From an optimization exercise on the open Yosys and OpenROAD flow, aimed at small area and a short achievable clock period; shortcuts taken in it are not production practice. In this exercise RTL edits were held to simulation tests only and were not proved equivalent to the original. No driver is modelled on the clock port, so clocking that relies on it looks cheaper here than on a real chip. Power is estimated from default activity; no workload was simulated.

===== flow/standard.sh =====
#!/bin/bash
# synth_recipe.tcl (not shown) runs the flow's synth.tcl, then flattens the netlist and writes it again
# the make line also repeats each setting of config.mk as NAME=value (left out here)
make -C /OpenROAD-flow-scripts/flow DESIGN_CONFIG=/design/flow/config.mk WORK_HOME=/design/flow/orfs CLKGATE_MAP_FILE= SYNTH_SCRIPT=/design/flow/synth_recipe.tcl "${@:-finish}"

===== flow/flow/skew.tcl =====
# POST_CTS_TCL hook: useful skew for the register-to-register path through
# the multiplier. The clock of the output registers (m, ov) whose data paths
# are long is delayed by a short chain of clock delay cells, so that the path
# a_q/b_q -> m gets more time. The output ports, which m and ov drive, lose the
# same time. The delay is chosen to balance the two: the worst slack of the
# internal paths and of the output ports come out about equal. A register
# whose shortest path is short (small hold slack) gets a shorter chain.
# Every cell added is a clock buffer or delay cell on the clock net; the
# registers themselves are untouched.
set_propagated_clock [all_clocks]
estimate_parasitics -placement

set P "sky130_fd_sc_hd__"
# chains and their approximate added delay (ns), shortest first
set chains [list \
  [list 0.33 [list ${P}clkdlybuf4s18_1 ${P}clkbuf_4]] \
  [list 0.38 [list ${P}clkdlybuf4s25_1 ${P}clkbuf_4]] \
  [list 0.58 [list ${P}clkdlybuf4s50_1 ${P}clkbuf_4]] \
  [list 0.72 [list ${P}clkdlybuf4s50_1 ${P}clkbuf_1 ${P}clkbuf_4]] \
  [list 0.82 [list ${P}clkdlybuf4s50_1 ${P}clkdlybuf4s18_1 ${P}clkbuf_4]] \
  [list 0.87 [list ${P}clkdlybuf4s50_1 ${P}clkdlybuf4s25_1 ${P}clkbuf_4]] \
  [list 1.00 [list ${P}clkdlybuf4s50_1 ${P}clkdlybuf4s25_1 ${P}clkbuf_1 ${P}clkbuf_4]] \
  [list 1.10 [list ${P}clkdlybuf4s50_1 ${P}clkdlybuf4s50_1 ${P}clkbuf_4]] \
  [list 1.24 [list ${P}clkdlybuf4s50_1 ${P}clkdlybuf4s50_1 ${P}clkbuf_1 ${P}clkbuf_4]] \
  [list 1.39 [list ${P}clkdlybuf4s50_1 ${P}clkdlybuf4s50_1 ${P}clkdlybuf4s25_1 ${P}clkbuf_4]] \
]
# the internal paths lose about this much (ns) from here to the routed layout
set bias 0.1

proc worst {args} {
  set p [find_timing_paths {*}$args -path_delay max]
  return [get_property [lindex $p 0] slack]
}
set s_out [worst -to [all_outputs]]
set s_in [worst -from [all_inputs]]
puts "skew: before: output slack $s_out input slack $s_in"

set regs {}
foreach c [all_registers -cells] {
  set name [get_full_name $c]
  if {![regexp {^(m\[[0-9]+\]|ov)\$} $name]} { continue }
  set d [get_pins $name/D]
  lappend regs [list $name [get_property $d slack_max] [get_property $d slack_min]]
}
set s_int 1e9
foreach r $regs { if {[lindex $r 1] < $s_int} { set s_int [lindex $r 1] } }
puts "skew: before: internal slack $s_int"

set best -1
set best_ws -1e9
for {set i 0} {$i < [llength $chains]} {incr i} {
  set dly [lindex [lindex $chains $i] 0]
  set ws [expr {$s_out - $dly}]
  foreach r $regs {
    lassign $r name smax smin
    # registers that gain nothing keep their clock
    if {$smax >= $s_out - $dly} { continue }
    set ws [expr {min($ws, $smax + $dly - $bias)}]
  }
  puts "skew: chain $i (+$dly ns) predicted worst slack $ws"
  if {$ws > $best_ws} { set best_ws $ws; set best $i }
}
set dly [lindex [lindex $chains $best] 0]
puts "skew: using chain $best (+$dly ns)"

set groups [dict create]
foreach r $regs {
  lassign $r name smax smin
  if {$smax >= $s_out - $dly} { continue }
  # longest chain up to the chosen one that the hold slack allows
  set tier -1
  for {set i $best} {$i >= 0} {incr i -1} {
    if {[lindex [lindex $chains $i] 0] < $smin + 0.1} { set tier $i; break }
  }
  puts "skew: $name setup slack $smax hold slack $smin chain $tier"
  if {$tier < 0} { continue }
  set net [get_full_name [get_nets -of_objects [get_pins $name/CLK]]]
  dict lappend groups "$net $tier" "$name/CLK"
}
set k 0
dict for {key pins} $groups {
  lassign $key netname tier
  puts "skew: net $netname chain $tier drives [llength $pins] output registers"
  set cur $netname
  foreach cell [lindex [lindex $chains $tier] 1] {
    insert_buffer -buffer_cell $cell -net [get_nets $cur] -load_pins [get_pins $pins] -buffer_name "skew_buf_$k"
    incr k
    set cur [get_full_name [get_nets -of_objects [get_pins [lindex $pins 0]]]]
  }
}
detailed_placement
check_placement -verbose
estimate_parasitics -placement
puts "skew: after: output slack [worst -to [all_outputs]] internal slack [worst -from [all_registers -clock_pins] -to [all_registers -data_pins]]"
report_clock_skew
report_checks -path_delay min -digits 3

===== flow/design.v =====
module booth_mul_top(clk, A, B, m, ov);
	input clk;
	input [15:0] A, B;
	output reg [30:0] m;
	output reg ov;
	reg [15:0] a_q, b_q;
	wire [30:0] m_w;
	wire ov_w;
	BoothMUL mul(.A(a_q), .B(b_q), .m(m_w), .ov(ov_w));
	always @(posedge clk) begin
		a_q <= A;
		b_q <= B;
		m <= m_w;
		ov <= ov_w;
	end
endmodule

module FA(a, b, c, cout, sum);
	input a, b, c;
	output cout, sum;
	assign {cout, sum} = a + b + c;
endmodule
module HA(a, b, cout, sum);
	input a, b;
	output cout, sum;
	assign {cout, sum} = a + b;
endmodule
module BoothMUL(A, B, m, ov);
	input [15:0] A, B;
	output [30:0] m;
	output ov;
	wire s1;
	wire c2;
	wire s3;
	wire c4;
	wire s5;
	wire c6;
	wire s7;
	wire c8;
	wire s9;
	wire c10;
	wire s11;
	wire c12;
	wire s13;
	wire c14;
	wire s15;
	wire c16;
	wire s17;
	wire c18;
	wire s19;
	wire c20;
	wire s21;
	wire c22;
	wire s23;
	wire c24;
	wire s25;
	wire c26;
	wire s27;
	wire c28;
	wire s29;
	wire c30;
	wire s31;
	wire c32;
	wire s33;
	wire c34;
	wire s35;
	wire c36;
	wire s37;
	wire c38;
	wire s39;
	wire c40;
	wire s41;
	wire c42;
	wire s43;
	wire c44;
	wire s45;
	wire c46;
	wire s47;
	wire c48;
	wire s49;
	wire c50;
	wire s51;
	wire c52;
	wire s53;
	wire c54;
	wire s55;
	wire c56;
	wire s57;
	wire c58;
	wire s59;
	wire c60;
	wire s61;
	wire c62;
	wire s63;
	wire c64;
	wire s65;
	wire c66;
	wire s67;
	wire c68;
	wire s69;
	wire c70;
	wire s71;
	wire c72;
	wire s73;
	wire c74;
	wire s75;
	wire c76;
	wire s77;
	wire c78;
	wire s79;
	wire c80;
	wire s81;
	wire c82;
	wire s83;
	wire c84;
	wire s85;
	wire c86;
	wire s87;
	wire c88;
	wire s89;
	wire c90;
	wire s91;
	wire c92;
	wire s93;
	wire c94;
	wire s95;
	wire c96;
	wire s97;
	wire c98;
	wire s99;
	wire c100;
	wire s101;
	wire c102;
	wire s103;
	wire c104;
	wire s105;
	wire c106;
	wire s107;
	wire c108;
	wire s109;
	wire c110;
	wire s111;
	wire c112;
	wire s113;
	wire c114;
	wire s115;
	wire c116;
	wire s117;
	wire c118;
	wire s119;
	wire c120;
	wire s121;
	wire c122;
	wire s123;
	wire c124;
	wire s125;
	wire c126;
	wire s127;
	wire c128;
	wire s129;
	wire c130;
	wire s131;
	wire c132;
	wire s133;
	wire c134;
	wire s135;
	wire c136;
	wire s137;
	wire c138;
	wire s139;
	wire c140;
	wire s141;
	wire c142;
	wire s143;
	wire c144;
	wire s145;
	wire c146;
	wire s147;
	wire c148;
	wire s149;
	wire c150;
	wire s151;
	wire c152;
	wire s153;
	wire c154;
	wire s155;
	wire c156;
	wire s157;
	wire c158;
	wire s159;
	wire c160;
	wire s161;
	wire c162;
	wire s163;
	wire c164;
	wire s165;
	wire c166;
	wire s167;
	wire c168;
	wire s169;
	wire c170;
	wire s171;
	wire c172;
	wire s173;
	wire c174;
	wire s175;
	wire c176;
	wire s177;
	wire c178;
	wire s179;
	wire c180;
	wire s181;
	wire c182;
	wire s183;
	wire c184;
	wire s185;
	wire c186;
	wire s187;
	wire c188;
	wire s189;
	wire c190;
	wire s191;
	wire c192;
	wire s193;
	wire c194;
	wire s195;
	wire c196;
	wire s197;
	wire c198;
	wire s199;
	wire c200;
	wire s201;
	wire c202;
	wire s203;
	wire c204;
	wire s205;
	wire c206;
	wire s207;
	wire c208;
	wire s209;
	wire c210;
	wire s211;
	wire c212;
	wire s213;
	wire c214;
	wire s215;
	wire c216;
	wire s217;
	wire c218;
	wire s219;
	wire c220;
	wire s221;
	wire c222;
	wire s223;
	wire c224;
	wire neg0 = B[1];
	wire one0 = B[0] ^ 1'b0;
	wire two0 = (B[1] & ~B[0] & ~1'b0) | (~B[1] & B[0] & 1'b0);
	wire negz0 = B[1] & ~(B[0] & 1'b0);
	wire [15:0] x0 = A ^ {16{negz0}};
	wire pp0_0 = (one0 & x0[0]) | (two0 & negz0);
	wire pp0_1 = (one0 & x0[1]) | (two0 & x0[0]);
	wire pp0_2 = (one0 & x0[2]) | (two0 & x0[1]);
	wire pp0_3 = (one0 & x0[3]) | (two0 & x0[2]);
	wire pp0_4 = (one0 & x0[4]) | (two0 & x0[3]);
	wire pp0_5 = (one0 & x0[5]) | (two0 & x0[4]);
	wire pp0_6 = (one0 & x0[6]) | (two0 & x0[5]);
	wire pp0_7 = (one0 & x0[7]) | (two0 & x0[6]);
	wire pp0_8 = (one0 & x0[8]) | (two0 & x0[7]);
	wire pp0_9 = (one0 & x0[9]) | (two0 & x0[8]);
	wire pp0_10 = (one0 & x0[10]) | (two0 & x0[9]);
	wire pp0_11 = (one0 & x0[11]) | (two0 & x0[10]);
	wire pp0_12 = (one0 & x0[12]) | (two0 & x0[11]);
	wire pp0_13 = (one0 & x0[13]) | (two0 & x0[12]);
	wire pp0_14 = (one0 & x0[14]) | (two0 & x0[13]);
	wire pp0_15 = (one0 & x0[15]) | (two0 & x0[14]);
	wire pp0_16 = ~((one0 | two0) & x0[15]);
	wire neg1 = B[3];
	wire one1 = B[2] ^ B[1];
	wire two1 = (B[3] & ~B[2] & ~B[1]) | (~B[3] & B[2] & B[1]);
	wire negz1 = B[3] & ~(B[2] & B[1]);
	wire [15:0] x1 = A ^ {16{negz1}};
	wire pp1_0 = (one1 & x1[0]) | (two1 & negz1);
	wire pp1_1 = (one1 & x1[1]) | (two1 & x1[0]);
	wire pp1_2 = (one1 & x1[2]) | (two1 & x1[1]);
	wire pp1_3 = (one1 & x1[3]) | (two1 & x1[2]);
	wire pp1_4 = (one1 & x1[4]) | (two1 & x1[3]);
	wire pp1_5 = (one1 & x1[5]) | (two1 & x1[4]);
	wire pp1_6 = (one1 & x1[6]) | (two1 & x1[5]);
	wire pp1_7 = (one1 & x1[7]) | (two1 & x1[6]);
	wire pp1_8 = (one1 & x1[8]) | (two1 & x1[7]);
	wire pp1_9 = (one1 & x1[9]) | (two1 & x1[8]);
	wire pp1_10 = (one1 & x1[10]) | (two1 & x1[9]);
	wire pp1_11 = (one1 & x1[11]) | (two1 & x1[10]);
	wire pp1_12 = (one1 & x1[12]) | (two1 & x1[11]);
	wire pp1_13 = (one1 & x1[13]) | (two1 & x1[12]);
	wire pp1_14 = (one1 & x1[14]) | (two1 & x1[13]);
	wire pp1_15 = (one1 & x1[15]) | (two1 & x1[14]);
	wire pp1_16 = ~((one1 | two1) & x1[15]);
	wire neg2 = B[5];
	wire one2 = B[4] ^ B[3];
	wire two2 = (B[5] & ~B[4] & ~B[3]) | (~B[5] & B[4] & B[3]);
	wire negz2 = B[5] & ~(B[4] & B[3]);
	wire [15:0] x2 = A ^ {16{negz2}};
	wire pp2_0 = (one2 & x2[0]) | (two2 & negz2);
	wire pp2_1 = (one2 & x2[1]) | (two2 & x2[0]);
	wire pp2_2 = (one2 & x2[2]) | (two2 & x2[1]);
	wire pp2_3 = (one2 & x2[3]) | (two2 & x2[2]);
	wire pp2_4 = (one2 & x2[4]) | (two2 & x2[3]);
	wire pp2_5 = (one2 & x2[5]) | (two2 & x2[4]);
	wire pp2_6 = (one2 & x2[6]) | (two2 & x2[5]);
	wire pp2_7 = (one2 & x2[7]) | (two2 & x2[6]);
	wire pp2_8 = (one2 & x2[8]) | (two2 & x2[7]);
	wire pp2_9 = (one2 & x2[9]) | (two2 & x2[8]);
	wire pp2_10 = (one2 & x2[10]) | (two2 & x2[9]);
	wire pp2_11 = (one2 & x2[11]) | (two2 & x2[10]);
	wire pp2_12 = (one2 & x2[12]) | (two2 & x2[11]);
	wire pp2_13 = (one2 & x2[13]) | (two2 & x2[12]);
	wire pp2_14 = (one2 & x2[14]) | (two2 & x2[13]);
	wire pp2_15 = (one2 & x2[15]) | (two2 & x2[14]);
	wire pp2_16 = ~((one2 | two2) & x2[15]);
	wire neg3 = B[7];
	wire one3 = B[6] ^ B[5];
	wire two3 = (B[7] & ~B[6] & ~B[5]) | (~B[7] & B[6] & B[5]);
	wire negz3 = B[7] & ~(B[6] & B[5]);
	wire [15:0] x3 = A ^ {16{negz3}};
	wire pp3_0 = (one3 & x3[0]) | (two3 & negz3);
	wire pp3_1 = (one3 & x3[1]) | (two3 & x3[0]);
	wire pp3_2 = (one3 & x3[2]) | (two3 & x3[1]);
	wire pp3_3 = (one3 & x3[3]) | (two3 & x3[2]);
	wire pp3_4 = (one3 & x3[4]) | (two3 & x3[3]);
	wire pp3_5 = (one3 & x3[5]) | (two3 & x3[4]);
	wire pp3_6 = (one3 & x3[6]) | (two3 & x3[5]);
	wire pp3_7 = (one3 & x3[7]) | (two3 & x3[6]);
	wire pp3_8 = (one3 & x3[8]) | (two3 & x3[7]);
	wire pp3_9 = (one3 & x3[9]) | (two3 & x3[8]);
	wire pp3_10 = (one3 & x3[10]) | (two3 & x3[9]);
	wire pp3_11 = (one3 & x3[11]) | (two3 & x3[10]);
	wire pp3_12 = (one3 & x3[12]) | (two3 & x3[11]);
	wire pp3_13 = (one3 & x3[13]) | (two3 & x3[12]);
	wire pp3_14 = (one3 & x3[14]) | (two3 & x3[13]);
	wire pp3_15 = (one3 & x3[15]) | (two3 & x3[14]);
	wire pp3_16 = ~((one3 | two3) & x3[15]);
	wire neg4 = B[9];
	wire one4 = B[8] ^ B[7];
	wire two4 = (B[9] & ~B[8] & ~B[7]) | (~B[9] & B[8] & B[7]);
	wire negz4 = B[9] & ~(B[8] & B[7]);
	wire [15:0] x4 = A ^ {16{negz4}};
	wire pp4_0 = (one4 & x4[0]) | (two4 & negz4);
	wire pp4_1 = (one4 & x4[1]) | (two4 & x4[0]);
	wire pp4_2 = (one4 & x4[2]) | (two4 & x4[1]);
	wire pp4_3 = (one4 & x4[3]) | (two4 & x4[2]);
	wire pp4_4 = (one4 & x4[4]) | (two4 & x4[3]);
	wire pp4_5 = (one4 & x4[5]) | (two4 & x4[4]);
	wire pp4_6 = (one4 & x4[6]) | (two4 & x4[5]);
	wire pp4_7 = (one4 & x4[7]) | (two4 & x4[6]);
	wire pp4_8 = (one4 & x4[8]) | (two4 & x4[7]);
	wire pp4_9 = (one4 & x4[9]) | (two4 & x4[8]);
	wire pp4_10 = (one4 & x4[10]) | (two4 & x4[9]);
	wire pp4_11 = (one4 & x4[11]) | (two4 & x4[10]);
	wire pp4_12 = (one4 & x4[12]) | (two4 & x4[11]);
	wire pp4_13 = (one4 & x4[13]) | (two4 & x4[12]);
	wire pp4_14 = (one4 & x4[14]) | (two4 & x4[13]);
	wire pp4_15 = (one4 & x4[15]) | (two4 & x4[14]);
	wire pp4_16 = ~((one4 | two4) & x4[15]);
	wire neg5 = B[11];
	wire one5 = B[10] ^ B[9];
	wire two5 = (B[11] & ~B[10] & ~B[9]) | (~B[11] & B[10] & B[9]);
	wire negz5 = B[11] & ~(B[10] & B[9]);
	wire [15:0] x5 = A ^ {16{negz5}};
	wire pp5_0 = (one5 & x5[0]) | (two5 & negz5);
	wire pp5_1 = (one5 & x5[1]) | (two5 & x5[0]);
	wire pp5_2 = (one5 & x5[2]) | (two5 & x5[1]);
	wire pp5_3 = (one5 & x5[3]) | (two5 & x5[2]);
	wire pp5_4 = (one5 & x5[4]) | (two5 & x5[3]);
	wire pp5_5 = (one5 & x5[5]) | (two5 & x5[4]);
	wire pp5_6 = (one5 & x5[6]) | (two5 & x5[5]);
	wire pp5_7 = (one5 & x5[7]) | (two5 & x5[6]);
	wire pp5_8 = (one5 & x5[8]) | (two5 & x5[7]);
	wire pp5_9 = (one5 & x5[9]) | (two5 & x5[8]);
	wire pp5_10 = (one5 & x5[10]) | (two5 & x5[9]);
	wire pp5_11 = (one5 & x5[11]) | (two5 & x5[10]);
	wire pp5_12 = (one5 & x5[12]) | (two5 & x5[11]);
	wire pp5_13 = (one5 & x5[13]) | (two5 & x5[12]);
	wire pp5_14 = (one5 & x5[14]) | (two5 & x5[13]);
	wire pp5_15 = (one5 & x5[15]) | (two5 & x5[14]);
	wire pp5_16 = ~((one5 | two5) & x5[15]);
	wire neg6 = B[13];
	wire one6 = B[12] ^ B[11];
	wire two6 = (B[13] & ~B[12] & ~B[11]) | (~B[13] & B[12] & B[11]);
	wire negz6 = B[13] & ~(B[12] & B[11]);
	wire [15:0] x6 = A ^ {16{negz6}};
	wire pp6_0 = (one6 & x6[0]) | (two6 & negz6);
	wire pp6_1 = (one6 & x6[1]) | (two6 & x6[0]);
	wire pp6_2 = (one6 & x6[2]) | (two6 & x6[1]);
	wire pp6_3 = (one6 & x6[3]) | (two6 & x6[2]);
	wire pp6_4 = (one6 & x6[4]) | (two6 & x6[3]);
	wire pp6_5 = (one6 & x6[5]) | (two6 & x6[4]);
	wire pp6_6 = (one6 & x6[6]) | (two6 & x6[5]);
	wire pp6_7 = (one6 & x6[7]) | (two6 & x6[6]);
	wire pp6_8 = (one6 & x6[8]) | (two6 & x6[7]);
	wire pp6_9 = (one6 & x6[9]) | (two6 & x6[8]);
	wire pp6_10 = (one6 & x6[10]) | (two6 & x6[9]);
	wire pp6_11 = (one6 & x6[11]) | (two6 & x6[10]);
	wire pp6_12 = (one6 & x6[12]) | (two6 & x6[11]);
	wire pp6_13 = (one6 & x6[13]) | (two6 & x6[12]);
	wire pp6_14 = (one6 & x6[14]) | (two6 & x6[13]);
	wire pp6_15 = (one6 & x6[15]) | (two6 & x6[14]);
	wire pp6_16 = ~((one6 | two6) & x6[15]);
	wire neg7 = B[15];
	wire one7 = B[14] ^ B[13];
	wire two7 = (B[15] & ~B[14] & ~B[13]) | (~B[15] & B[14] & B[13]);
	wire negz7 = B[15] & ~(B[14] & B[13]);
	wire [15:0] x7 = A ^ {16{negz7}};
	wire pp7_0 = (one7 & x7[0]) | (two7 & negz7);
	wire pp7_1 = (one7 & x7[1]) | (two7 & x7[0]);
	wire pp7_2 = (one7 & x7[2]) | (two7 & x7[1]);
	wire pp7_3 = (one7 & x7[3]) | (two7 & x7[2]);
	wire pp7_4 = (one7 & x7[4]) | (two7 & x7[3]);
	wire pp7_5 = (one7 & x7[5]) | (two7 & x7[4]);
	wire pp7_6 = (one7 & x7[6]) | (two7 & x7[5]);
	wire pp7_7 = (one7 & x7[7]) | (two7 & x7[6]);
	wire pp7_8 = (one7 & x7[8]) | (two7 & x7[7]);
	wire pp7_9 = (one7 & x7[9]) | (two7 & x7[8]);
	wire pp7_10 = (one7 & x7[10]) | (two7 & x7[9]);
	wire pp7_11 = (one7 & x7[11]) | (two7 & x7[10]);
	wire pp7_12 = (one7 & x7[12]) | (two7 & x7[11]);
	wire pp7_13 = (one7 & x7[13]) | (two7 & x7[12]);
	wire pp7_14 = (one7 & x7[14]) | (two7 & x7[13]);
	wire pp7_15 = (one7 & x7[15]) | (two7 & x7[14]);
	wire pp7_16 = ~((one7 | two7) & x7[15]);
	HA ha2(.a(negz5), .b(pp0_10), .cout(c2), .sum(s1));
	HA ha4(.a(pp0_11), .b(pp1_9), .cout(c4), .sum(s3));
	FA fa6(.a(negz6), .b(pp0_12), .c(pp1_10), .cout(c6), .sum(s5));
	HA ha8(.a(pp2_8), .b(pp3_6), .cout(c8), .sum(s7));
	FA fa10(.a(pp0_13), .b(pp1_11), .c(pp2_9), .cout(c10), .sum(s9));
	HA ha12(.a(pp3_7), .b(pp4_5), .cout(c12), .sum(s11));
	FA fa14(.a(negz7), .b(pp0_14), .c(pp1_12), .cout(c14), .sum(s13));
	FA fa16(.a(pp2_10), .b(pp3_8), .c(pp4_6), .cout(c16), .sum(s15));
	HA ha18(.a(pp5_4), .b(pp6_2), .cout(c18), .sum(s17));
	FA fa20(.a(pp0_15), .b(pp1_13), .c(pp2_11), .cout(c20), .sum(s19));
	FA fa22(.a(pp3_9), .b(pp4_7), .c(pp5_5), .cout(c22), .sum(s21));
	HA ha24(.a(pp6_3), .b(pp7_1), .cout(c24), .sum(s23));
	assign s25 = ~(pp0_16 ^ pp1_14);
	assign c26 = pp0_16 | pp1_14;
	FA fa28(.a(pp2_12), .b(pp3_10), .c(pp4_8), .cout(c28), .sum(s27));
	FA fa30(.a(pp5_6), .b(pp6_4), .c(pp7_2), .cout(c30), .sum(s29));
	assign s31 = ~(pp1_15 ^ pp2_13);
	assign c32 = pp1_15 | pp2_13;
	FA fa34(.a(pp3_11), .b(pp4_9), .c(pp5_7), .cout(c34), .sum(s33));
	HA ha36(.a(pp6_5), .b(pp7_3), .cout(c36), .sum(s35));
	FA fa38(.a(pp1_16), .b(pp2_14), .c(pp3_12), .cout(c38), .sum(s37));
	FA fa40(.a(pp4_10), .b(pp5_8), .c(pp6_6), .cout(c40), .sum(s39));
	assign s41 = ~(pp2_15 ^ pp3_13);
	assign c42 = pp2_15 | pp3_13;
	HA ha44(.a(pp4_11), .b(pp5_9), .cout(c44), .sum(s43));
	FA fa46(.a(pp2_16), .b(pp3_14), .c(pp4_12), .cout(c46), .sum(s45));
	assign s47 = ~pp3_15;
	assign c48 = pp3_15;
	HA ha50(.a(negz3), .b(pp0_6), .cout(c50), .sum(s49));
	HA ha52(.a(pp0_7), .b(pp1_5), .cout(c52), .sum(s51));
	FA fa54(.a(negz4), .b(pp0_8), .c(pp1_6), .cout(c54), .sum(s53));
	HA ha56(.a(pp2_4), .b(pp3_2), .cout(c56), .sum(s55));
	FA fa58(.a(pp0_9), .b(pp1_7), .c(pp2_5), .cout(c58), .sum(s57));
	HA ha60(.a(pp3_3), .b(pp4_1), .cout(c60), .sum(s59));
	FA fa62(.a(pp1_8), .b(pp2_6), .c(pp3_4), .cout(c62), .sum(s61));
	FA fa64(.a(pp4_2), .b(pp5_0), .c(s1), .cout(c64), .sum(s63));
	FA fa66(.a(pp2_7), .b(pp3_5), .c(pp4_3), .cout(c66), .sum(s65));
	FA fa68(.a(pp5_1), .b(c2), .c(s3), .cout(c68), .sum(s67));
	FA fa70(.a(pp4_4), .b(pp5_2), .c(pp6_0), .cout(c70), .sum(s69));
	FA fa72(.a(c4), .b(s7), .c(s5), .cout(c72), .sum(s71));
	FA fa74(.a(pp5_3), .b(pp6_1), .c(c8), .cout(c74), .sum(s73));
	FA fa76(.a(s11), .b(c6), .c(s9), .cout(c76), .sum(s75));
	FA fa78(.a(pp7_0), .b(c12), .c(s17), .cout(c78), .sum(s77));
	FA fa80(.a(c10), .b(s13), .c(s15), .cout(c80), .sum(s79));
	FA fa82(.a(c18), .b(s23), .c(c14), .cout(c82), .sum(s81));
	FA fa84(.a(c16), .b(s19), .c(s21), .cout(c84), .sum(s83));
	FA fa86(.a(c24), .b(c20), .c(c22), .cout(c86), .sum(s85));
	FA fa88(.a(s25), .b(s27), .c(s29), .cout(c88), .sum(s87));
	FA fa90(.a(s35), .b(c26), .c(c28), .cout(c90), .sum(s89));
	FA fa92(.a(c30), .b(s31), .c(s33), .cout(c92), .sum(s91));
	FA fa94(.a(pp7_4), .b(c36), .c(c32), .cout(c94), .sum(s93));
	FA fa96(.a(c34), .b(s37), .c(s39), .cout(c96), .sum(s95));
	FA fa98(.a(pp6_7), .b(pp7_5), .c(s43), .cout(c98), .sum(s97));
	FA fa100(.a(c38), .b(c40), .c(s41), .cout(c100), .sum(s99));
	FA fa102(.a(pp5_10), .b(pp6_8), .c(pp7_6), .cout(c102), .sum(s101));
	FA fa104(.a(c44), .b(c42), .c(s45), .cout(c104), .sum(s103));
	FA fa106(.a(pp4_13), .b(pp5_11), .c(pp6_9), .cout(c106), .sum(s105));
	FA fa108(.a(pp7_7), .b(s47), .c(c46), .cout(c108), .sum(s107));
	FA fa110(.a(pp3_16), .b(pp4_14), .c(pp5_12), .cout(c110), .sum(s109));
	FA fa112(.a(pp6_10), .b(pp7_8), .c(c48), .cout(c112), .sum(s111));
	assign s113 = ~(pp4_15 ^ pp5_13);
	assign c114 = pp4_15 | pp5_13;
	HA ha116(.a(pp6_11), .b(pp7_9), .cout(c116), .sum(s115));
	FA fa118(.a(pp4_16), .b(pp5_14), .c(pp6_12), .cout(c118), .sum(s117));
	assign s119 = ~pp5_15;
	assign c120 = pp5_15;
	HA ha122(.a(negz2), .b(pp0_4), .cout(c122), .sum(s121));
	HA ha124(.a(pp0_5), .b(pp1_3), .cout(c124), .sum(s123));
	FA fa126(.a(pp1_4), .b(pp2_2), .c(pp3_0), .cout(c126), .sum(s125));
	FA fa128(.a(pp2_3), .b(pp3_1), .c(c50), .cout(c128), .sum(s127));
	FA fa130(.a(pp4_0), .b(c52), .c(s55), .cout(c130), .sum(s129));
	FA fa132(.a(c56), .b(s59), .c(c54), .cout(c132), .sum(s131));
	FA fa134(.a(c60), .b(c58), .c(s61), .cout(c134), .sum(s133));
	FA fa136(.a(c62), .b(s65), .c(c64), .cout(c136), .sum(s135));
	FA fa138(.a(c66), .b(s69), .c(c68), .cout(c138), .sum(s137));
	FA fa140(.a(c70), .b(s73), .c(c72), .cout(c140), .sum(s139));
	FA fa142(.a(c74), .b(s77), .c(c76), .cout(c142), .sum(s141));
	FA fa144(.a(c78), .b(c80), .c(s81), .cout(c144), .sum(s143));
	FA fa146(.a(c82), .b(c84), .c(s85), .cout(c146), .sum(s145));
	FA fa148(.a(c86), .b(c88), .c(s89), .cout(c148), .sum(s147));
	FA fa150(.a(c90), .b(c92), .c(s93), .cout(c150), .sum(s149));
	FA fa152(.a(s97), .b(c94), .c(c96), .cout(c152), .sum(s151));
	FA fa154(.a(s101), .b(c98), .c(c100), .cout(c154), .sum(s153));
	FA fa156(.a(c102), .b(s105), .c(c104), .cout(c156), .sum(s155));
	FA fa158(.a(c106), .b(s109), .c(s111), .cout(c158), .sum(s157));
	FA fa160(.a(s115), .b(c110), .c(s113), .cout(c160), .sum(s159));
	FA fa162(.a(pp7_10), .b(c116), .c(c114), .cout(c162), .sum(s161));
	FA fa164(.a(pp6_13), .b(pp7_11), .c(s119), .cout(c164), .sum(s163));
	FA fa166(.a(pp5_16), .b(pp6_14), .c(pp7_12), .cout(c166), .sum(s165));
	assign s167 = ~pp6_15;
	assign c168 = pp6_15;
	HA ha170(.a(negz1), .b(pp0_2), .cout(c170), .sum(s169));
	HA ha172(.a(pp0_3), .b(pp1_1), .cout(c172), .sum(s171));
	FA fa174(.a(pp1_2), .b(pp2_0), .c(s121), .cout(c174), .sum(s173));
	FA fa176(.a(pp2_1), .b(c122), .c(s123), .cout(c176), .sum(s175));
	FA fa178(.a(c124), .b(s49), .c(s125), .cout(c178), .sum(s177));
	FA fa180(.a(s51), .b(c126), .c(s127), .cout(c180), .sum(s179));
	FA fa182(.a(s53), .b(c128), .c(s129), .cout(c182), .sum(s181));
	FA fa184(.a(s57), .b(c130), .c(s131), .cout(c184), .sum(s183));
	FA fa186(.a(s63), .b(c132), .c(s133), .cout(c186), .sum(s185));
	FA fa188(.a(s67), .b(c134), .c(s135), .cout(c188), .sum(s187));
	FA fa190(.a(s71), .b(c136), .c(s137), .cout(c190), .sum(s189));
	FA fa192(.a(s75), .b(c138), .c(s139), .cout(c192), .sum(s191));
	FA fa194(.a(s79), .b(c140), .c(s141), .cout(c194), .sum(s193));
	FA fa196(.a(s83), .b(c142), .c(s143), .cout(c196), .sum(s195));
	FA fa198(.a(s87), .b(c144), .c(s145), .cout(c198), .sum(s197));
	FA fa200(.a(s91), .b(c146), .c(s147), .cout(c200), .sum(s199));
	FA fa202(.a(s95), .b(c148), .c(s149), .cout(c202), .sum(s201));
	FA fa204(.a(s99), .b(c150), .c(s151), .cout(c204), .sum(s203));
	FA fa206(.a(s103), .b(c152), .c(s153), .cout(c206), .sum(s205));
	FA fa208(.a(s107), .b(c154), .c(s155), .cout(c208), .sum(s207));
	FA fa210(.a(c108), .b(s157), .c(c156), .cout(c210), .sum(s209));
	FA fa212(.a(c112), .b(s159), .c(c158), .cout(c212), .sum(s211));
	FA fa214(.a(s117), .b(c160), .c(s161), .cout(c214), .sum(s213));
	FA fa216(.a(c118), .b(s163), .c(c162), .cout(c216), .sum(s215));
	FA fa218(.a(c120), .b(s165), .c(c164), .cout(c218), .sum(s217));
	FA fa220(.a(pp7_13), .b(s167), .c(c166), .cout(c220), .sum(s219));
	FA fa222(.a(pp6_16), .b(pp7_14), .c(c168), .cout(c222), .sum(s221));
	assign s223 = ~pp7_15;
	assign c224 = pp7_15;
	wire [31:0] X = {1'b1, pp7_16, s223, s221, s219, s217, c214, s213, s211, s209, c206, c204, c202, c200, c198, c196, c194, c192, c190, c188, c186, c184, c182, c180, c178, c176, c174, c172, c170, pp1_0, pp0_1, negz0};
	wire [31:0] Y = {1'b0, c224, c222, c220, c218, c216, s215, c212, c210, c208, s207, s205, s203, s201, s199, s197, s195, s193, s191, s189, s187, s185, s183, s181, s179, s177, s175, s173, s171, s169, 1'b0, pp0_0};
	wire [31:0] P;
	wire [31:0] g, p;
	HA pg0(.a(X[0]), .b(Y[0]), .cout(g[0]), .sum(p[0]));
	assign g[1] = 1'b0;
	assign p[1] = pp0_1;
	HA pg2(.a(X[2]), .b(Y[2]), .cout(g[2]), .sum(p[2]));
	HA pg3(.a(X[3]), .b(Y[3]), .cout(g[3]), .sum(p[3]));
	HA pg4(.a(X[4]), .b(Y[4]), .cout(g[4]), .sum(p[4]));
	HA pg5(.a(X[5]), .b(Y[5]), .cout(g[5]), .sum(p[5]));
	HA pg6(.a(X[6]), .b(Y[6]), .cout(g[6]), .sum(p[6]));
	HA pg7(.a(X[7]), .b(Y[7]), .cout(g[7]), .sum(p[7]));
	HA pg8(.a(X[8]), .b(Y[8]), .cout(g[8]), .sum(p[8]));
	HA pg9(.a(X[9]), .b(Y[9]), .cout(g[9]), .sum(p[9]));
	HA pg10(.a(X[10]), .b(Y[10]), .cout(g[10]), .sum(p[10]));
	HA pg11(.a(X[11]), .b(Y[11]), .cout(g[11]), .sum(p[11]));
	HA pg12(.a(X[12]), .b(Y[12]), .cout(g[12]), .sum(p[12]));
	HA pg13(.a(X[13]), .b(Y[13]), .cout(g[13]), .sum(p[13]));
	HA pg14(.a(X[14]), .b(Y[14]), .cout(g[14]), .sum(p[14]));
	HA pg15(.a(X[15]), .b(Y[15]), .cout(g[15]), .sum(p[15]));
	HA pg16(.a(X[16]), .b(Y[16]), .cout(g[16]), .sum(p[16]));
	HA pg17(.a(X[17]), .b(Y[17]), .cout(g[17]), .sum(p[17]));
	HA pg18(.a(X[18]), .b(Y[18]), .cout(g[18]), .sum(p[18]));
	HA pg19(.a(X[19]), .b(Y[19]), .cout(g[19]), .sum(p[19]));
	HA pg20(.a(X[20]), .b(Y[20]), .cout(g[20]), .sum(p[20]));
	HA pg21(.a(X[21]), .b(Y[21]), .cout(g[21]), .sum(p[21]));
	HA pg22(.a(X[22]), .b(Y[22]), .cout(g[22]), .sum(p[22]));
	HA pg23(.a(X[23]), .b(Y[23]), .cout(g[23]), .sum(p[23]));
	HA pg24(.a(X[24]), .b(Y[24]), .cout(g[24]), .sum(p[24]));
	HA pg25(.a(X[25]), .b(Y[25]), .cout(g[25]), .sum(p[25]));
	HA pg26(.a(X[26]), .b(Y[26]), .cout(g[26]), .sum(p[26]));
	HA pg27(.a(X[27]), .b(Y[27]), .cout(g[27]), .sum(p[27]));
	HA pg28(.a(X[28]), .b(Y[28]), .cout(g[28]), .sum(p[28]));
	HA pg29(.a(X[29]), .b(Y[29]), .cout(g[29]), .sum(p[29]));
	HA pg30(.a(X[30]), .b(Y[30]), .cout(g[30]), .sum(p[30]));
	assign g[31] = 1'b0;
	assign p[31] = ~1'b0;
	assign G225 = g[1] | (p[1] & g[0]);
	assign Pq226 = p[1] & p[0];
	assign G227 = g[3] | (p[3] & g[2]);
	assign Pq228 = p[3] & p[2];
	assign G229 = g[5] | (p[5] & g[4]);
	assign Pq230 = p[5] & p[4];
	assign G231 = g[7] | (p[7] & g[6]);
	assign Pq232 = p[7] & p[6];
	assign G233 = g[9] | (p[9] & g[8]);
	assign Pq234 = p[9] & p[8];
	assign G235 = g[11] | (p[11] & g[10]);
	assign Pq236 = p[11] & p[10];
	assign G237 = g[13] | (p[13] & g[12]);
	assign Pq238 = p[13] & p[12];
	assign G239 = g[15] | (p[15] & g[14]);
	assign Pq240 = p[15] & p[14];
	assign G241 = g[17] | (p[17] & g[16]);
	assign Pq242 = p[17] & p[16];
	assign G243 = g[19] | (p[19] & g[18]);
	assign Pq244 = p[19] & p[18];
	assign G245 = g[21] | (p[21] & g[20]);
	assign Pq246 = p[21] & p[20];
	assign G247 = g[23] | (p[23] & g[22]);
	assign Pq248 = p[23] & p[22];
	assign G249 = g[25] | (p[25] & g[24]);
	assign Pq250 = p[25] & p[24];
	assign G251 = g[27] | (p[27] & g[26]);
	assign Pq252 = p[27] & p[26];
	assign G253 = g[29] | (p[29] & g[28]);
	assign Pq254 = p[29] & p[28];
	assign G255 = g[31] | (p[31] & g[30]);
	assign Pq256 = p[31] & p[30];
	assign G257 = G227 | (Pq228 & G225);
	assign Pq258 = Pq228 & Pq226;
	assign G259 = G231 | (Pq232 & G229);
	assign Pq260 = Pq232 & Pq230;
	assign G261 = G235 | (Pq236 & G233);
	assign Pq262 = Pq236 & Pq234;
	assign G263 = G239 | (Pq240 & G237);
	assign Pq264 = Pq240 & Pq238;
	assign G265 = G243 | (Pq244 & G241);
	assign Pq266 = Pq244 & Pq242;
	assign G267 = G247 | (Pq248 & G245);
	assign Pq268 = Pq248 & Pq246;
	assign G269 = G251 | (Pq252 & G249);
	assign Pq270 = Pq252 & Pq250;
	assign G271 = G255 | (Pq256 & G253);
	assign Pq272 = Pq256 & Pq254;
	assign G273 = G259 | (Pq260 & G257);
	assign Pq274 = Pq260 & Pq258;
	assign G275 = G263 | (Pq264 & G261);
	assign Pq276 = Pq264 & Pq262;
	assign G277 = G267 | (Pq268 & G265);
	assign Pq278 = Pq268 & Pq266;
	assign G279 = G271 | (Pq272 & G269);
	assign Pq280 = Pq272 & Pq270;
	assign G281 = G275 | (Pq276 & G273);
	assign Pq282 = Pq276 & Pq274;
	assign G283 = G279 | (Pq280 & G277);
	assign Pq284 = Pq280 & Pq278;
	assign G285 = G283 | (Pq284 & G281);
	assign Pq286 = Pq284 & Pq282;
	assign G287 = G277 | (Pq278 & G281);
	assign Pq288 = Pq278 & Pq282;
	assign G289 = G261 | (Pq262 & G273);
	assign Pq290 = Pq262 & Pq274;
	assign G291 = G265 | (Pq266 & G281);
	assign Pq292 = Pq266 & Pq282;
	assign G293 = G269 | (Pq270 & G287);
	assign Pq294 = Pq270 & Pq288;
	assign G295 = G229 | (Pq230 & G257);
	assign Pq296 = Pq230 & Pq258;
	assign G297 = G233 | (Pq234 & G273);
	assign Pq298 = Pq234 & Pq274;
	assign G299 = G237 | (Pq238 & G289);
	assign Pq300 = Pq238 & Pq290;
	assign G301 = G241 | (Pq242 & G281);
	assign Pq302 = Pq242 & Pq282;
	assign G303 = G245 | (Pq246 & G291);
	assign Pq304 = Pq246 & Pq292;
	assign G305 = G249 | (Pq250 & G287);
	assign Pq306 = Pq250 & Pq288;
	assign G307 = G253 | (Pq254 & G293);
	assign Pq308 = Pq254 & Pq294;
	assign G309 = g[2] | (p[2] & G225);
	assign Pq310 = p[2] & Pq226;
	assign G311 = g[4] | (p[4] & G257);
	assign Pq312 = p[4] & Pq258;
	assign G313 = g[6] | (p[6] & G295);
	assign Pq314 = p[6] & Pq296;
	assign G315 = g[8] | (p[8] & G273);
	assign Pq316 = p[8] & Pq274;
	assign G317 = g[10] | (p[10] & G297);
	assign Pq318 = p[10] & Pq298;
	assign G319 = g[12] | (p[12] & G289);
	assign Pq320 = p[12] & Pq290;
	assign G321 = g[14] | (p[14] & G299);
	assign Pq322 = p[14] & Pq300;
	assign G323 = g[16] | (p[16] & G281);
	assign Pq324 = p[16] & Pq282;
	assign G325 = g[18] | (p[18] & G301);
	assign Pq326 = p[18] & Pq302;
	assign G327 = g[20] | (p[20] & G291);
	assign Pq328 = p[20] & Pq292;
	assign G329 = g[22] | (p[22] & G303);
	assign Pq330 = p[22] & Pq304;
	assign G331 = g[24] | (p[24] & G287);
	assign Pq332 = p[24] & Pq288;
	assign G333 = g[26] | (p[26] & G305);
	assign Pq334 = p[26] & Pq306;
	assign G335 = g[28] | (p[28] & G293);
	assign Pq336 = p[28] & Pq294;
	assign G337 = g[30] | (p[30] & G307);
	assign Pq338 = p[30] & Pq308;
	assign P[0] = p[0];
	assign P[1] = p[1] ^ g[0];
	assign P[2] = p[2] ^ G225;
	assign P[3] = p[3] ^ G309;
	assign P[4] = p[4] ^ G257;
	assign P[5] = p[5] ^ G311;
	assign P[6] = p[6] ^ G295;
	assign P[7] = p[7] ^ G313;
	assign P[8] = p[8] ^ G273;
	assign P[9] = p[9] ^ G315;
	assign P[10] = p[10] ^ G297;
	assign P[11] = p[11] ^ G317;
	assign P[12] = p[12] ^ G289;
	assign P[13] = p[13] ^ G319;
	assign P[14] = p[14] ^ G299;
	assign P[15] = p[15] ^ G321;
	assign P[16] = p[16] ^ G281;
	assign P[17] = p[17] ^ G323;
	assign P[18] = p[18] ^ G301;
	assign P[19] = p[19] ^ G325;
	assign P[20] = p[20] ^ G291;
	assign P[21] = p[21] ^ G327;
	assign P[22] = p[22] ^ G303;
	assign P[23] = p[23] ^ G329;
	assign P[24] = p[24] ^ G287;
	assign P[25] = p[25] ^ G331;
	assign P[26] = p[26] ^ G305;
	assign P[27] = p[27] ^ G333;
	assign P[28] = p[28] ^ G293;
	assign P[29] = p[29] ^ G335;
	assign P[30] = p[30] ^ G307;
	assign P[31] = p[31] ^ G337;
	assign m = P[30:0];
	assign ov = ~P[31];
endmodule

===== flow/flow/run.sh =====
#!/bin/bash
# The standard layout (standard.sh, unchanged synthesis) with two changes:
# - the port buffers use sky130_fd_sc_hd__buf_1 (every port still gets one);
# - after clock tree synthesis, flow/skew.tcl delays the clock of the output
#   registers m and ov whose data paths are long, by a short chain of clock
#   delay cells (useful skew for the register-to-register path through the
#   multiplier).
export BUFFER_PORTS_ARGS="-buffer_cell sky130_fd_sc_hd__buf_1"
export POST_CTS_TCL="$PWD/flow/skew.tcl"
bash standard.sh > standard.log 2>&1

===== flow/constraint.sdc =====
create_clock -name core_clock -period 12.2 [get_ports {clk}]
set_input_delay 2.4400 -clock core_clock [delete_from_list [all_inputs] [get_ports {clk}]]
set_output_delay 2.4400 -clock core_clock [all_outputs]
set_load 0.01 [all_outputs]

===== flow/config.mk =====
export PLATFORM = sky130hd
export DESIGN_NAME = booth_mul_top
export DESIGN_NICKNAME = booth_mul_top
export VERILOG_FILES = /design/flow/design.v
export SDC_FILE = /design/flow/constraint.sdc
export NUM_CORES = 4
export LEC_CHECK = 0
export ABC_AREA = 1
export CAP_MARGIN = 20
export CELL_PAD_IN_SITES_DETAIL_PLACEMENT = 0
export CELL_PAD_IN_SITES_GLOBAL_PLACEMENT = 0
export CORE_MARGIN = 2
export CORE_UTILIZATION = 50
export CTS_BUF_LIST = sky130_fd_sc_hd__clkbuf_8
export HOLD_SLACK_MARGIN = 0.05
export SLEW_MARGIN = 70
export SYNTH_HIERARCHICAL = 1
export SYNTH_MINIMUM_KEEP_SIZE = 0

==> results.yml, run 1 <==
run_status:
  status: "finished clean"
critical_path:
  crit_path_end_kind: "output port"
  rrSetupSlack_ns: 7.97
  endpoint: "m[25]"
  crit_arrival_ns: 1.84
  worstSetupPathDepth: 1
  crit_chain: "buf_1"
  max_stage_delay_ns: 0.33
  critical-path-top-delay-family: "flip-flops"
  crit_path_start_kind: "flip-flop"
  cp_max_fo: 1
  worst-path-buf-inv: 1
  cp_slowest_cell: "dfxtp_1"
  r2r_end: "ov"
  reg2regPathDepth: 23
  startpoint: "m[25]"
  r2r-start: "b_q[1]"
  cp.required_ns: 9.76
  worstSetupPathType: "reg -> out"
sta:
  slew_violations: 0
  max_freq_mhz: 234
  post-route-min-period_ns: 4.28
  skew_ns: 1.00
  relSlewSlack_pct: 72.8
  fin_ws_ns: 7.92
  fin_hold_ws_ns: 0.0462
  tightest_slew_ns: 0.408
  period_share_pct: 35.1
  rsz0062_at_grt: "no"
  final.setup.tns_ns: 0
  final-hold-violation-count: 0
  finalSetupViolations: 0
synthesis:
  ys.flop_type: "dfxtp_1"
  yosys.area.top_type_share_pct: 24.1
  synth-edff-count: 0
  synth.avg_cell_area_sq_um: 9.83
  synthArstFlopShare_pct: 0
  ys_warn_count: 121
  synth_fp_nets: 929
  synth_common_cells: "o22ai_1 (113), xnor2_1 (113), fa_1 (87)"
  synth_area_leaders: "fa_1 (24%), dfxtp_1 (18%), xnor2_1 (14%)"
  synth.distinct_cells: 32
  synth_area_sq_um: 7230
  synth_area_leader_cell: "fa_1"
  syn-instance-count: 735
  synth_seq_cells: 64
  synth_seq_area_share_pct: 17.7
floorplan:
  die_area_sq_um: 15400
  chipHeight_um: 124
  num_rows: 43
  die_w_um: 124
  start_util_pct: 51.7
  io_pins: 65
  coreArea_sq_um: 14000
grt:
  grt_pass1_vias: 5799
  antenna_found_initial: 0
  grt_pass1_wl_mm: 29.5
  track_usage_pct: 23.9
  grt_overflow: 0
  grt_max_degree: 22
power_and_ir_drop:
  comb_power_share_pct: 73.3
  clkPwrFrac_pct: 11.9
  p_int_mw: 1.21
  p_leak_nw: 3.28
  seqPwrFrac_pct: 14.8
  p_per_area_nw_per_um2: 287
  max-vdd-ir-drop_v: 0.000185
  swShare_pct: 46.7
  power.switching_mw: 1.06
detailed_routing:
  vias_per_cell: 5.61
  routedWlPerCell_um: 18.2
  ant_nets: 0
  routed_wirelength_mm: 18.0
  post-route-drc-count: 0
  vias: 5544
  drtIter0Drc: 405
  drt_first_pass_iters: 5
place:
  io_buffers: 64
  dp_hpwl_mm: 14.2
  dp_slack_ns: 7.04
  gp_congestion: 0.910
run:
  maxCapViolCount: 0
layout:
  layout-drive-gt1-share_pct: 12.4
  fin_nets: 998
  area_growth_pct: 9.64
  diodes: 0
clock_tree:
  clock_latency_ns: 1.36
  cts_tree: "yes"
  path_clk_slew_ns: 0.11
  clock-sinks: 64
hold_path:
  worstHoldPathType: "reg -> reg"
[cell families (layout without fill, tap and decap cells)]
family,Yosys count,in the layout,synth area share (%)
AOI/OAI and AO/OA,156,156,13.4
and+or+nand+nor,113,113,8.14
buffers and inverters,99,173,6.63
DFF,64,64,17.7
adders and majority gates,161,161,36.9
xor gates and xnor gates,142,142,17.2
[per-module statistics from Yosys (local to each module, per instance)]
module / flops+latches / cells inside / times used / cell area (sq um)
BoothMUL: 0 / 537 / 1 / 3620
FA: 0 / 1 / 87 / 20.0
HA: 0 / 1 / 47 / 12.5
booth_mul_top: 64 / 64 / 1 / 1280
[layer usage]
metal | track usage [%] | share of wire (%)
met5 | 0 | 0
met2 | 37.7 | 46
met3 | 4.86 | 6.7
met4 | 9.52 | 2.3
met1 | 32.3 | 45
[state kept, by name, indices dropped and copies added (netlist names)]
register / flops
m: 31
ov: 1
b_q: 16
a_q: 16
[worst min path at each step]
stage	startpoint	to	slack, ns	cells after the start
global route	b_q[14]	m[30]	0.07	5
global placement	b_q[14]	ov	0.88	5
floorplan	b_q[1]	m[0]	0.57	2
finish	b_q[14]	m[30]	0.05	5
detailed placement	b_q[1]	m[0]	0.76	1
[stage by stage]
step           cell area (sq um)  instances  total power [mW]  util [%]
5_1_grt                     7930        989              2.57      56.7
2_1_floorplan               7230        735              1.63         -
3_3_place_gp                7440        940              1.96      53.2
3_5_place_dp                7540        949              2.01      53.9
6_report                    7930        989              2.27      56.7
[cell type report, clock buffers not listed]
type | instances | area (sq um)
fill | 1288 | 6060
multi-input combinational | 572 | 5470
sequential | 64 | 1300
timing repair buffer | 77 | 364
inverter | 60 | 226
tap | 180 | 225
clock inverter | 6 | 43.8
[power groups by stage]
stage                     Sequential [mW]  Combinational, mW  Clock [mW]
after floorplan                     0.356               1.28           0
after global placement              0.340               1.62           0
after detailed placement            0.341               1.67           0
after global routing                0.343               1.94       0.291
final                               0.336               1.67       0.270
[cells in the final DEF, fill, tap and decap left out, drive strengths merged]
master         count
a21o               2
a21oi             11
a31o               3
buf               74
clkbuf            20
clkdlybuf4s25      5
clkdlybuf4s50      5
clkinv             6
clkinvlp           1
dfxtp             64
dlygate4sd3        3
fa                87
ha                74
inv               59
nand2             56
nand3             14
nand4              2
nor2              28
nor3               1
o21ai             24
o21bai             3
o22ai            113
or2               12
xnor2            113
xor2              29
==> run 2: changes to the inputs <==
--- a/flow/flow/run.sh
+++ b/flow/flow/run.sh
@@ -4,7 +4,8 @@
 # - after clock tree synthesis, flow/skew.tcl delays the clock of the output
 #   registers m and ov whose data paths are long, by a short chain of clock
 #   delay cells (useful skew for the register-to-register path through the
-#   multiplier).
+#   multiplier); flow/skew_cells.txt sets the chains.
 export BUFFER_PORTS_ARGS="-buffer_cell sky130_fd_sc_hd__buf_1"
 export POST_CTS_TCL="$PWD/flow/skew.tcl"
+export SKEW_FILE="$PWD/flow/skew_cells.txt"
 bash standard.sh > standard.log 2>&1
==> flow/flow/skew.tcl (replaced) <==
set f [open $::env(SKEW_FILE)]
set lines [split [string trim [read $f]] "\n"]
close $f
set max_slack [lindex $lines 0]
set tiers [lrange $lines 1 end]
set_propagated_clock [all_clocks]
estimate_parasitics -placement
set groups [dict create]
foreach c [all_registers -cells] {
  set name [get_full_name $c]
  if {![regexp {^(m\[[0-9]+\]|ov)\$} $name]} { continue }
  set d [get_pins $name/D]
  set smax [get_property $d slack_max]
  set smin [get_property $d slack_min]
  set tier -1
  if {$smax < $max_slack} {
    for {set t 0} {$t < [llength $tiers]} {incr t} {
      if {$smin > [lindex [lindex $tiers $t] 0]} { set tier $t; break }
    }
  }
  puts "skew: $name setup slack $smax hold slack $smin tier $tier"
  if {$tier < 0} { continue }
  set net [get_full_name [get_nets -of_objects [get_pins $name/CLK]]]
  dict lappend groups "$net $tier" "$name/CLK"
}
set k 0
dict for {key pins} $groups {
  lassign $key netname tier
  puts "skew: net $netname tier $tier drives [llength $pins] output registers"
  set cur $netname
  foreach cell [split [lindex [lindex $tiers $tier] 1] ","] {
    insert_buffer -buffer_cell $cell -net [get_nets $cur] -load_pins [get_pins $pins] -buffer_name "skew_buf_$k"
    incr k
    set cur [get_full_name [get_nets -of_objects [get_pins [lindex $pins 0]]]]
  }
}
detailed_placement
check_placement -verbose
estimate_parasitics -placement
report_clock_skew
report_checks -path_delay max -digits 3
report_checks -path_delay min -digits 3
==> flow/flow/skew_cells.txt (new file) <==
8.3
0.9 sky130_fd_sc_hd__clkdlybuf4s50_1,sky130_fd_sc_hd__clkdlybuf4s25_1,sky130_fd_sc_hd__clkbuf_4
--- a/flow/config.mk
+++ b/flow/config.mk
@@ -7,8 +7,6 @@
 export LEC_CHECK = 0
 export ABC_AREA = 1
 export CAP_MARGIN = 20
-export CELL_PAD_IN_SITES_DETAIL_PLACEMENT = 0
-export CELL_PAD_IN_SITES_GLOBAL_PLACEMENT = 0
 export CORE_MARGIN = 2
 export CORE_UTILIZATION = 50
 export CTS_BUF_LIST = sky130_fd_sc_hd__clkbuf_8
==> run 2 against run 1 <==
Compared with the run above: clock power decreased by 5%; clock skew decreased by 0.099 ns; cell area decreased by 0.62%; hold slack improved by 0.039 ns; combinational power about the same; first-iteration DRC count increased by 4.2%; global-route usage unchanged; wire length decreased by 0.31%; synthesized area unchanged; setup slack got worse by 0.030 ns; power decreased by 0.52%; via count decreased by 0.36%; largest power group unchanged.
==> results.yml, run 2 <==
run_status:
  status: "finished clean"
floorplan:
  chipHeight_um: 124
  die_area_sq_um: 15400
  io_pins: 65
  die_w_um: 124
  start_util_pct: 51.7
  coreArea_sq_um: 14000
  num_rows: 43
synthesis:
  synth.avg_cell_area_sq_um: 9.83
  synth_seq_cells: 64
  yosys.area_share.simple_pct: 8.14
  ys_warn_count: 121
  syn-instance-count: 735
  synth_compound_area_share_pct: 13.4
  synth-edff-count: 0
  synth_area_leaders: "fa_1 (24%), dfxtp_1 (18%), xnor2_1 (14%)"
  synth_area_leader_cell: "fa_1"
  synth_common_cells: "o22ai_1 (113), xnor2_1 (113), fa_1 (87)"
  ys.flop_type: "dfxtp_1"
  synth_seq_area_share_pct: 17.7
  yosys.area.top_type_share_pct: 24.1
  synth_fa_ha_area_share_pct: 36.9
  muxShareOfSynthArea_pct: 0
  synth_fp_nets: 929
  synth.distinct_cells: 32
  synth-xor-area-share_pct: 17.2
  synthArstFlopShare_pct: 0
  synth_top_family_by_area: "adder cells"
  synth_area_sq_um: 7230
sta:
  period_share_pct: 35.3
  tightest_slew_ns: 0.392
  skew_ns: 0.901
  rsz0062_at_grt: "no"
  final-hold-violation-count: 0
  finalSetupViolations: 0
  post-route-min-period_ns: 4.31
  slew_violations: 0
  max_freq_mhz: 232
  relSlewSlack_pct: 73.7
  final.setup.tns_ns: 0
layout:
  largest-register: "m"
  multi_input_area_sq_um: 5470
  area_growth_pct: 8.97
  layout-drive-gt1-share_pct: 12.5
  largest_reg_flops: 31
  fillers: 1291
  final_cell_mix: "o22ai_1 (113), xnor2_1 (113), fa_1 (87)"
  largestRegisters: "m: 31 flops, a_q: 16 flops, b_q: 16 flops"
  fin_nets: 990
  fin_cells: 981
  seq_area_sq_um: 1300
  diodes: 0
grt:
  antenna_found_initial: 0
  grt_pass1_wl_mm: 29.5
  track_usage_pct: 23.9
  grt_overflow: 0
  grt_max_degree: 22
  grt_pass1_vias: 5785
detailed_routing:
  drtIter0Drc: 422
  vias: 5524
  vias_per_cell: 5.63
  routed_wirelength_mm: 18.0
  post-route-drc-count: 0
  routedWlPerCell_um: 18.3
  ant_nets: 0
  drt_first_pass_iters: 7
hold_path:
  holdCritStartpoint: "b_q[14]"
  worstHoldPathType: "reg -> reg"
place:
  dp.cells: 949
  dp_hpwl_mm: 14.2
  io_buffers: 64
  gp_congestion: 0.910
power_and_ir_drop:
  p_per_area_nw_per_um2: 287
  max-vdd-ir-drop_v: 0.000183
  p_leak_nw: 3.26
critical_path:
  critical-path-top-delay-family: "adder cells"
  crit_chain: "nand3_1 > nand2_1 > clkinv_1 > o22ai_1 > fa_1 > fa_1 > fa_1 > fa_1 > ha_1 > nand2_1 > inv_1 > nand2_1 > nand2_1 > a21oi_1 > nand2_4 > nand2_2 > nand2_4 > nand2_2 > nand2_2 > nand2_1 > nand2_1 > ha_1 > or2_2"
  r2r-start: "b_q[1]"
  worst-path-buf-inv: 2
  crit_path_end_kind: "flip-flop"
  startpoint: "b_q[1]"
  worstSetupPathType: "reg -> reg"
  crit_arrival_ns: 5.41
  cpMostUsedCell: "nand2_1"
  crit_path_start_kind: "flip-flop"
  cp_slowest_cell: "dfxtp_4"
  cp.required_ns: 13.30
  max_stage_delay_ns: 0.56
  cp_max_fo: 21
clock_tree:
  cts_tree: "yes"
  path_clk_slew_ns: 0.09
  clock_latency_ns: 1.26
  clock-sinks: 64
run:
  maxCapViolCount: 0
-- run 2: cell count changes in the layout (fill, tap and decap cells not counted) --
cell	before	now
clkbuf_1	5	0
dlygate4sd3_1	3	0
-- run 2: where the power goes --
group,switching (mW),total [mW],internal (mW)
logic,0.919,1.67,0.748
clock network,0.110,0.257,0.147
registers,0.0294,0.337,0.307
-- run 2: kinds of logic after synthesis --
family,after synthesis
flops,64
compound gates,156
buf+inv,99
simple gates,113
xor+xnor,142
fa+ha+maj,161
-- run 2: area by class of cell, clock buffers not listed --
cell class,instances,share of cell area (%)
Sequential cell,64,16.5
Clock inverter,6,0.556
Multi-Input combinational cell,572,69.5
Tap cell,180,2.86
Timing Repair Buffer,74,4.24
Inverter,60,2.88
-- run 2: worst paths after layout --
path	cells past startpoint	slack, ns	to
setup / recovery	23	7.89	ov
hold / removal	5	0.09	ov
setup reg to reg	23	7.89	ov
hold reg to reg	5	0.09	ov
-- run 2: worst register-to-register path, stage by stage, from the launching register on --
cell	delay, ns
dfxtp_4	0.56
nand3_1	0.12
nand2_1	0.13
clkinv_1	0.35
o22ai_1	0.28
fa_1	0.47
fa_1	0.44
fa_1	0.55
fa_1	0.42
ha_1	0.33
nand2_1	0.11
inv_1	0.05
nand2_1	0.06
nand2_1	0.05
a21oi_1	0.21
nand2_4	0.10
nand2_2	0.09
nand2_4	0.07
nand2_2	0.07
nand2_2	0.05
nand2_1	0.06
nand2_1	0.05
ha_1	0.16
or2_2	0.28
-- run 2: stage by stage --
stage	util, %	worst slack [ns]	instance area (sq um)	total power, mW	hold WS [ns]
6_report	56.3	7.89	7880	2.26	0.0856
5_1_grt	56.3	7.61	7880	2.56	0.100
3_5_place_dp	53.9	7.04	7540	2.01	0.759
3_3_place_gp	53.2	6.69	7440	1.96	0.879
2_1_floorplan	-	7.44	7230	1.63	0.568
-- run 2: per-layer routing --
layer / up-vias / GRT usage, % / share of wire (%)
met5: - / 0 / 0
met4: 0 / 9.39 / 2.2
met3: 31 / 5.03 / 6.9
met2: 197 / 37.7 / 46
met1: 2670 / 32.2 / 45
li1: 2626 / - / -
-- run 2: modules after synthesis, one instance, submodules excluded --
module | flops+latches | cell area [sq um] | cells
HA | 0 | 12.5 | 1
BoothMUL | 0 | 3620 | 537
booth_mul_top | 64 | 1280 | 64
FA | 0 | 20.0 | 1

-- static timing again, ports no longer ideal --
Ports are ideal in the flow. The routed layouts listed here were re-timed in OpenROAD. Step 1 assumes that a clkbuf_16 drives the clock port and a buf_2 every other input. Step 2, shift: input delay + t, output delay - t, t = (earliest + latest rising clock arrival at the registers) / 2. This alone moves slack from input paths to output paths. Three values: no drivers, after step 1, after step 2; two values: the first two.
| run | shift t [ns] | setup WS [ns] | worst setup path after step 2 | latest minus earliest clock arrival (ns) |
|---|---|---|---|---|
| run 1 | 0.894 | 7.922 / 7.886 / 7.970 | register to register | 1.000 / 1.000 |
| run 2 | 0.843 | 7.892 / 7.892 / 7.892 | register to register | 0.901 / 0.901 |
In run 1 and run 2 the clock reaches the registers at very different times; t lies between them, and the last value is a rough guide only.
